This design comes from an exercise in tuning for small area, a short achievable clock period and few clock cycles per item on the open sky130 flow, not from production work. In this exercise RTL edits were held to simulation tests only and were not proved equivalent to the original.

Setup of run 1:
==> flow/design.v (excerpt) <==
module axis_matvec_mul #(
    parameter R=8, C=8, W_X=4, W_K=3,
    localparam W_Y = W_X + W_K + $clog2(C)
)(
    input  logic clk, rstn,
    output logic s_axis_kx_tready,
    input  logic s_axis_kx_tvalid,
    input  logic [R*C*W_K + C*W_X -1:0] s_axis_kx_tdata,
    input  logic m_axis_y_tready,
    output logic m_axis_y_tvalid,
    output logic [R*W_Y-1:0] m_axis_y_tdata
);
export LEC_CHECK = 0
export CAP_MARGIN = 20
export CORE_MARGIN = 2
export CORE_UTILIZATION = 40
export SETUP_SLACK_MARGIN = 3
export SLEW_MARGIN = 20
export SYNTH_HIERARCHICAL = 1
export SYNTH_MINIMUM_KEEP_SIZE = 0
create_clock -name core_clock -period 8.0 [get_ports {clk}]
standard.sh (not shown) runs the stock make flow with config.mk's settings and CLKGATE_MAP_FILE= SYNTH_SCRIPT=/design/flow/synth_recipe.tcl, a recipe that flattens the netlist after the stock synthesis.
==> flow/flow/run.sh <==
#!/bin/bash
# The standard layout, with each port's buffer a sky130_fd_sc_hd__buf_1
# (the standard flow picks a larger delay buffer), and timing repair limited
# to resizing and pin swaps.  Each step's full output is in orfs/logs;
# make's own output is in make.log.
set -euo pipefail
export BUFFER_PORTS_ARGS="-buffer_cell sky130_fd_sc_hd__buf_1"
export SETUP_MOVE_SEQUENCE="unbuffer,sizeup,swap"
export SKIP_GATE_CLONING=1
bash standard.sh finish > make.log 2>&1
Testbench counts of run 1, summed over its fixed seeds: cycles 520, items 512.
The following lists how run 2 was set up differently from run 1:
# run 1
export LEC_CHECK = 0
export CAP_MARGIN = 20
export CORE_MARGIN = 2
export CORE_UTILIZATION = 40
export SETUP_SLACK_MARGIN = 3
export SLEW_MARGIN = 20
export SYNTH_HIERARCHICAL = 1
export SYNTH_MINIMUM_KEEP_SIZE = 0
create_clock -name core_clock -period 8.0 [get_ports {clk}]
# run 2
export LEC_CHECK = 0
export CAP_MARGIN = 20
export CORE_MARGIN = 2
export CORE_UTILIZATION = 40
export SLEW_MARGIN = 20
export SYNTH_HIERARCHICAL = 1
export SYNTH_MINIMUM_KEEP_SIZE = 0
create_clock -name core_clock -period 8.0 [get_ports {clk}]
==> flow/run.sh (new file) <==
#!/bin/bash
# synth_recipe.tcl (not shown) runs the flow's synth.tcl, then flattens the netlist and writes it again
# the make line also repeats each setting of config.mk as NAME=value (left out here)
make -C /OpenROAD-flow-scripts/flow DESIGN_CONFIG=/design/flow/config.mk WORK_HOME=/design/flow/orfs CLKGATE_MAP_FILE= SYNTH_SCRIPT=/design/flow/synth_recipe.tcl finish
removed: flow/flow/run.sh
removed: flow/standard.sh
Notes after the runs:
- Run 2 reports its critical path launch point as s_axis_kx_tdata[202] while run 1 reports s_axis_kx_tdata[192].
- Taking run 1 as the reference, in run 2 wire length of the first global-routing pass closely matched the old numbers; routed length on met1 decreased by about 5% relative to the old numbers; amount of wire on met2 after detailed routing increased by 370 um relative to the old numbers; utilization of the core after routing increased by 0.91 points relative to the old numbers.
#### Input delta (run 3 over run 2)
==> flow/flow/run.sh (new file) <==
#!/bin/bash
# The standard layout, with each port's buffer a sky130_fd_sc_hd__buf_1
# (the standard flow picks a larger delay buffer).  Each step's full output
# is in orfs/logs; make's own output is in make.log.
set -euo pipefail
export BUFFER_PORTS_ARGS="-buffer_cell sky130_fd_sc_hd__buf_1"
bash standard.sh finish > make.log 2>&1
==> flow/standard.sh (new file) <==
#!/bin/bash
# synth_recipe.tcl (not shown) runs the flow's synth.tcl, then flattens the netlist and writes it again
# the make line also repeats each setting of config.mk as NAME=value (left out here)
make -C /OpenROAD-flow-scripts/flow DESIGN_CONFIG=/design/flow/config.mk WORK_HOME=/design/flow/orfs CLKGATE_MAP_FILE= SYNTH_SCRIPT=/design/flow/synth_recipe.tcl "${@:-finish}"
removed: flow/run.sh
Results
Synthesized-area fraction occupied by xor and xnor cells: run 2 vs run 3 identical
Wire: run 3 routes more than run 2
Diff run 2 -> run 3: worst hold slack after final layout +0.016 ns.
Finished layout cell area was higher in the run labelled run 2.
Run 3 vs run 2, cell type of the slowest stage on the worst timing path: sky130_fd_sc_hd__clkbuf_2 vs sky130_fd_sc_hd__fa_1
Run 3 vs. run 2: via count normalized by instance count went up by 0.021.
Setup changes, run 3 to run 4
# run 3
export LEC_CHECK = 0
export CAP_MARGIN = 20
export CORE_MARGIN = 2
export CORE_UTILIZATION = 40
export SLEW_MARGIN = 20
export SYNTH_HIERARCHICAL = 1
export SYNTH_MINIMUM_KEEP_SIZE = 0
create_clock -name core_clock -period 8.0 [get_ports {clk}]
# run 4
export LEC_CHECK = 0
export CAP_MARGIN = 20
export CORE_MARGIN = 2
export CORE_UTILIZATION = 40
export SETUP_SLACK_MARGIN = 3
export SLEW_MARGIN = 20
export SYNTH_HIERARCHICAL = 1
export SYNTH_MINIMUM_KEEP_SIZE = 0
create_clock -name core_clock -period 8.0 [get_ports {clk}]
==> comparison <==
Compared with run 3, run 4 shows first-pass iteration count of the detailed router higher by 3.
Against run 3, run 4 comes in 98 higher on cell count.
On routed wire length, the lower figure sits with run 3, not run 4.
Going from run 3 to run 4, count of clock-buffer cells in the layout shrinks by 1.
Higher area added between synthesis and finish was reported by run 4, not run 3.
Looking only at total via count after detailed routing, and setting everything else aside, the higher value of run 4 and run 3 goes to run 4.
Run 4 ends up with a shortest clock period the worst path allows after layout that is 0.68 ns lower than in run 3.
Fmax: run 4 and run 3 compared, higher one is run 4
For run 5, these inputs were changed with respect to run 4:
# run 4
export LEC_CHECK = 0
export CAP_MARGIN = 20
export CORE_MARGIN = 2
export CORE_UTILIZATION = 40
export SETUP_SLACK_MARGIN = 3
export SLEW_MARGIN = 20
export SYNTH_HIERARCHICAL = 1
export SYNTH_MINIMUM_KEEP_SIZE = 0
create_clock -name core_clock -period 8.0 [get_ports {clk}]
# run 5
export LEC_CHECK = 0
export CAP_MARGIN = 20
export CORE_MARGIN = 2
export CORE_UTILIZATION = 70
export PLACE_DENSITY = 0.8
export SETUP_SLACK_MARGIN = 1.5
export SLEW_MARGIN = 20
export SYNTH_HIERARCHICAL = 1
export SYNTH_MINIMUM_KEEP_SIZE = 0
create_clock -name core_clock -period 8.0 [get_ports {clk}]
## What came out
Compared with run 4, run 5 shows area taken by multi-input logic gates lower by 0.0011 mm2. Diff run 5..run 4 | met3 track demand over resource in global routing | negligible. Run 5 vs run 4, pin count of the biggest net entering global routing went up by about 33%. Run 5 vs run 4: share of the clock period used by the worst path after layout up in run 5. Final worst setup slack (higher): run 4. Compared with run 4, run 5 improves via count. Run 4 → run 5: number of max-slew violations in the final report held, routability congestion estimate from global placement moved up.


amber:
Another version of the RTL of axis_matvec_mul (not shown whole).
Size in the first run: roughly 130 flip-flops, about 310 I/O pins, ~0.024 mm2 of cells after synthesis.
Settings: LEC_CHECK=0, CAP_MARGIN=20, CORE_MARGIN=2, CORE_UTILIZATION=40, SETUP_SLACK_MARGIN=3.2, SLEW_MARGIN=20, SYNTH_HIERARCHICAL=1, SYNTH_MINIMUM_KEEP_SIZE=0; clock period 8.0 ns.
==> flow/flow/run.sh <==
#!/bin/bash
# The standard layout, with these changes:
# - each port's buffer is first a sky130_fd_sc_hd__buf_8, so that global
#   placement adds no buffers behind it; after global placement
#   (flow/post_gpl2.tcl) the buffers of the X ports (s_axis_kx_tdata[223:192],
#   24 loads each) stay $X_PORT_BUFFER and all other port buffers become
#   sky130_fd_sc_hd__buf_1 (the standard flow picks a larger delay buffer);
# - timing repair is limited to resizing and pin swaps;
# - after the standard synthesis, the largest buffers are kept out of the
#   resizer's reach, and clock tree synthesis uses sky130_fd_sc_hd__clkbuf_8
#   and inserts no dummy loads.
# Each step's full output is in orfs/logs; make's own output is in synth.log
# and make.log.
set -euo pipefail
export BUFFER_PORTS_ARGS="-buffer_cell sky130_fd_sc_hd__buf_8"
export SETUP_MOVE_SEQUENCE="unbuffer,sizeup,swap"
export SKIP_GATE_CLONING=1
bash standard.sh synth > synth.log 2>&1
export DONT_USE_CELLS="sky130_fd_sc_hd__clkbuf_16 sky130_fd_sc_hd__buf_12 sky130_fd_sc_hd__buf_16 sky130_fd_sc_hd__bufinv_16"
export CTS_ARGS="-sink_clustering_enable -repair_clock_nets -buf_list sky130_fd_sc_hd__clkbuf_8 -dont_use_dummy_load"
export POST_GLOBAL_PLACE_TCL="$PWD/flow/post_gpl2.tcl"
export X_PORT_BUFFER="${X_PORT_BUFFER:-sky130_fd_sc_hd__buf_6}"
bash standard.sh finish > make.log 2>&1
==> flow/flow/post_gpl2.tcl <==
set xcell sky130_fd_sc_hd__buf_8
if { [info exists ::env(X_PORT_BUFFER)] } { set xcell $::env(X_PORT_BUFFER) }
set small sky130_fd_sc_hd__buf_1
set block [ord::get_db_block]
set nx 0
set ns 0
foreach bterm [$block getBTerms] {
  set name [$bterm getName]
  if { $name == "clk" } { continue }
  set isx [expr { [regexp {^s_axis_kx_tdata\[(\d+)\]$} $name -> idx] && $idx >= 192 }]
  set net [$bterm getNet]
  foreach iterm [$net getITerms] {
    set inst [$iterm getInst]
    set master [[$inst getMaster] getName]
    if { ![string match "*buf*" $master] } { continue }
    if { $isx } {
      if { $master != $xcell } { replace_cell [$inst getName] $xcell }
      incr nx
    } else {
      if { $master != $small } { replace_cell [$inst getName] $small }
      incr ns
    }
  }
}
puts "post_gpl: $nx X port buffers are $xcell, $ns other port buffers are $small"
amber finished all stages; the layout is clean.
Testbench counts of amber, summed over its fixed seeds: cycles 520, items 512.
Relative to amber, the following input files were edited for garnet:
- changing SETUP_SLACK_MARGIN from 3.2 to 3.4
diff --git a/flow/flow/run.sh b/flow/flow/run.sh
--- a/flow/flow/run.sh
+++ b/flow/flow/run.sh
@@ -21,3 +21,3 @@
 export POST_GLOBAL_PLACE_TCL="$PWD/flow/post_gpl2.tcl"
-export X_PORT_BUFFER="${X_PORT_BUFFER:-sky130_fd_sc_hd__buf_6}"
+export X_PORT_BUFFER="${X_PORT_BUFFER:-sky130_fd_sc_hd__buf_8}"
 bash standard.sh finish > make.log 2>&1
Findings:
garnet | status: complete | timing, DRC, antenna: pass
Wire length in garnet is 1.0% lower than in amber
Going from amber to garnet, the post-route met1 wirelength was found to have gone down by 550 um.


Setup of job 7137:
Starting RTL as in the previous note.
clock: 8.0 ns
lec_check: 0
cap_margin: 20
core_margin: 2
core_utilization: 60
place_density: 0.8
setup_slack_margin: 3.2
slew_margin: 20
synth_hierarchical: 1
synth_minimum_keep_size: 0
==> flow/flow/run.sh <==
#!/bin/bash
# The standard layout, with these changes:
# - each port's buffer is first a sky130_fd_sc_hd__buf_8, so that global
#   placement adds no buffers behind it; after global placement
#   (flow/post_gpl2.tcl) the buffers of the X ports (s_axis_kx_tdata[223:192],
#   24 loads each) stay $X_PORT_BUFFER and all other port buffers become
#   sky130_fd_sc_hd__buf_1 (the standard flow picks a larger delay buffer);
# - timing repair is limited to resizing and pin swaps;
# - after the standard synthesis, the largest buffers are kept out of the
#   resizer's reach, and clock tree synthesis uses sky130_fd_sc_hd__clkbuf_8
#   and inserts no dummy loads.
# Each step's full output is in orfs/logs; make's own output is in synth.log
# and make.log.
set -euo pipefail
export BUFFER_PORTS_ARGS="-buffer_cell sky130_fd_sc_hd__buf_8"
export SETUP_MOVE_SEQUENCE="unbuffer,sizeup,swap"
export SKIP_GATE_CLONING=1
bash standard.sh synth > synth.log 2>&1
export DONT_USE_CELLS="sky130_fd_sc_hd__clkbuf_16 sky130_fd_sc_hd__buf_12 sky130_fd_sc_hd__buf_16 sky130_fd_sc_hd__bufinv_16"
export CTS_ARGS="-sink_clustering_enable -repair_clock_nets -buf_list sky130_fd_sc_hd__clkbuf_8 -dont_use_dummy_load"
export POST_GLOBAL_PLACE_TCL="$PWD/flow/post_gpl2.tcl"
export X_PORT_BUFFER="${X_PORT_BUFFER:-sky130_fd_sc_hd__buf_8}"
bash standard.sh finish > make.log 2>&1
Scripts as last shown in full above: flow/flow/post_gpl2.tcl
Job 7137 has completed all stages; timing, DRC and antenna checks passed.
Testbench counts of job 7137, summed over its fixed seeds: cycles 520, items 512.
Modified inputs, job 4822 compared to job 7137
Settings: a change of CORE_UTILIZATION from 60 to 40; a deleted PLACE_DENSITY that had been 0.8; a change of SETUP_SLACK_MARGIN from 3.2 to 3.0.
-- flow/flow/run.sh --
<<< job 7137, line 3
# - each port's buffer is first a sky130_fd_sc_hd__buf_8, so that global
#   placement adds no buffers behind it; after global placement
#   (flow/post_gpl2.tcl) the buffers of the X ports (s_axis_kx_tdata[223:192],
#   24 loads each) stay $X_PORT_BUFFER and all other port buffers become
#   sky130_fd_sc_hd__buf_1 (the standard flow picks a larger delay buffer);
>>> job 4822, line 3
# - each port's buffer is a sky130_fd_sc_hd__buf_1 (the standard flow picks a
#   larger delay buffer), except that after global placement the buffers of
#   the X ports (s_axis_kx_tdata[223:192], 24 loads each) become
#   $X_PORT_BUFFER (flow/post_gpl.tcl);
<<< job 7137, line 15
export BUFFER_PORTS_ARGS="-buffer_cell sky130_fd_sc_hd__buf_8"
>>> job 4822, line 14
export BUFFER_PORTS_ARGS="-buffer_cell sky130_fd_sc_hd__buf_1"
<<< job 7137, line 21
export POST_GLOBAL_PLACE_TCL="$PWD/flow/post_gpl2.tcl"
>>> job 4822, line 20
export POST_GLOBAL_PLACE_TCL="$PWD/flow/post_gpl.tcl"
==> flow/flow/post_gpl.tcl (new file) <==
set cell sky130_fd_sc_hd__buf_8
if { [info exists ::env(X_PORT_BUFFER)] } { set cell $::env(X_PORT_BUFFER) }
set block [ord::get_db_block]
set n 0
foreach bterm [$block getBTerms] {
  if { [regexp {^s_axis_kx_tdata\[(\d+)\]$} [$bterm getName] -> idx] && $idx >= 192 } {
    set net [$bterm getNet]
    foreach iterm [$net getITerms] {
      set inst [$iterm getInst]
      if { [string match "*buf*" [[$inst getMaster] getName]] } {
        replace_cell [$inst getName] $cell
        incr n
      }
    }
  }
}
puts "post_gpl: resized $n X port buffers to $cell"
removed: flow/flow/post_gpl2.tcl
Notes after the runs:
Final critical-path required period up 0.17 ns in job 4822 wrt job 7137. The run showing the smaller placeable core region is job 7137. On met2 layer wire length in the routed design, the lower figure sits with job 7137, not job 4822. Relative to job 7137, multi-input logic portion of the cell area has gone down in job 4822. Job 4822: flow completed, timing, DRC and antenna clean. Job 4822 vs job 7137: number of global-route vias before repair down in job 4822. The lower cell area came out of job 7137. Job 4822 vs. job 7137: final wirelength went up by 8200 um. Arrival time at the worst endpoint sits higher in job 4822 than in job 7137.
Inputs modified between job 4822 and job 6475:
Settings: a change of SETUP_SLACK_MARGIN from 3.0 to 3.2.
-- flow/flow/run.sh --
<<< job 4822, line 3
# - each port's buffer is a sky130_fd_sc_hd__buf_1 (the standard flow picks a
#   larger delay buffer), except that after global placement the buffers of
#   the X ports (s_axis_kx_tdata[223:192], 24 loads each) become
#   $X_PORT_BUFFER (flow/post_gpl.tcl);
>>> job 6475, line 3
# - each port's buffer is first a sky130_fd_sc_hd__buf_8, so that global
#   placement adds no buffers behind it; after global placement
#   (flow/post_gpl2.tcl) the buffers of the X ports (s_axis_kx_tdata[223:192],
#   24 loads each) stay $X_PORT_BUFFER and all other port buffers become
#   sky130_fd_sc_hd__buf_1 (the standard flow picks a larger delay buffer);
<<< job 4822, line 14
export BUFFER_PORTS_ARGS="-buffer_cell sky130_fd_sc_hd__buf_1"
>>> job 6475, line 15
export BUFFER_PORTS_ARGS="-buffer_cell sky130_fd_sc_hd__buf_8"
<<< job 4822, line 20
export POST_GLOBAL_PLACE_TCL="$PWD/flow/post_gpl.tcl"
>>> job 6475, line 21
export POST_GLOBAL_PLACE_TCL="$PWD/flow/post_gpl2.tcl"
==> flow/flow/post_gpl2.tcl (new file) <==
set xcell sky130_fd_sc_hd__buf_8
if { [info exists ::env(X_PORT_BUFFER)] } { set xcell $::env(X_PORT_BUFFER) }
set small sky130_fd_sc_hd__buf_1
set block [ord::get_db_block]
set nx 0
set ns 0
foreach bterm [$block getBTerms] {
  set name [$bterm getName]
  if { $name == "clk" } { continue }
  set isx [expr { [regexp {^s_axis_kx_tdata\[(\d+)\]$} $name -> idx] && $idx >= 192 }]
  set net [$bterm getNet]
  foreach iterm [$net getITerms] {
    set inst [$iterm getInst]
    set master [[$inst getMaster] getName]
    if { ![string match "*buf*" $master] } { continue }
    if { $isx } {
      if { $master != $xcell } { replace_cell [$inst getName] $xcell }
      incr nx
    } else {
      if { $master != $small } { replace_cell [$inst getName] $small }
      incr ns
    }
  }
}
puts "post_gpl: $nx X port buffers are $xcell, $ns other port buffers are $small"
removed: flow/flow/post_gpl.tcl
Findings:
Between job 4822 and job 6475, setup slack is higher for job 6475, job 4822 comes in under that.
Against job 4822, maximum frequency in job 6475 rose by a few percent.
| design area | job 4822 vs job 6475 | ≈ equal |
Per the comparison of job 6475 with job 4822, wire length of the first global-routing pass dropped 0.93%; post-route worst hold slack barely changed.

-- static timing again, ports no longer ideal --
In the flow no input, the clock included, has a driving cell. The finished layouts below were timed again as built, in two steps. Step 1: set_driving_cell puts a clkbuf_16 on clk and a buf_2 on each other input, an assumption about the parent block. Step 2, shift: input delay + t, output delay - t, t = (earliest + latest rising clock arrival at the registers) / 2. This alone moves slack from input paths to output paths. Three values: no drivers, after step 1, after step 2; two values: the first two.
run | t (ns) | slack for setup (ns) | hold WS [ns] | worst slew at a driven data input, ns
run 1 | 0.446 | 2.114 / 2.136 / 1.690 | 0.950 / 0.917 / 1.094 | 0.12
run 2 | 0.453 | 1.235 / 1.272 / 0.820 | 0.892 / 0.892 / 0.892 | 0.12
run 3 | 0.463 | 1.434 / 1.467 / 1.004 | 0.908 / 0.889 / 0.908 | 0.12
run 4 | 0.443 | 2.115 / 2.122 / 1.679 | 0.951 / 0.920 / 1.090 | 0.14
run 5 | 0.427 | 1.596 / 1.618 / 1.190 | 0.904 / 0.904 / 0.904 | 0.06
amber | 0.595 | 3.306 / 3.262 / 2.728 | 0.800 / 0.771 / 0.929 | 0.11
garnet | 0.600 | 3.430 / 3.420 / 2.836 | 0.792 / 0.773 / 1.036 | 0.12
job 7137 | 0.552 | 3.346 / 3.351 / 2.799 | 0.837 / 0.823 / 0.994 | 0.12
job 4822 | 0.611 | 3.177 / 3.181 / 2.570 | 0.795 / 0.764 / 0.933 | 0.12
job 6475 | 0.601 | 3.379 / 3.322 / 2.788 | 0.792 / 0.761 / 0.936 | 0.12
After both steps setup and hold are still met in every run listed. For job 4822, which loses most, drivers alone change the setup slack by +0.004 ns; drivers and shift together by -0.607 ns.
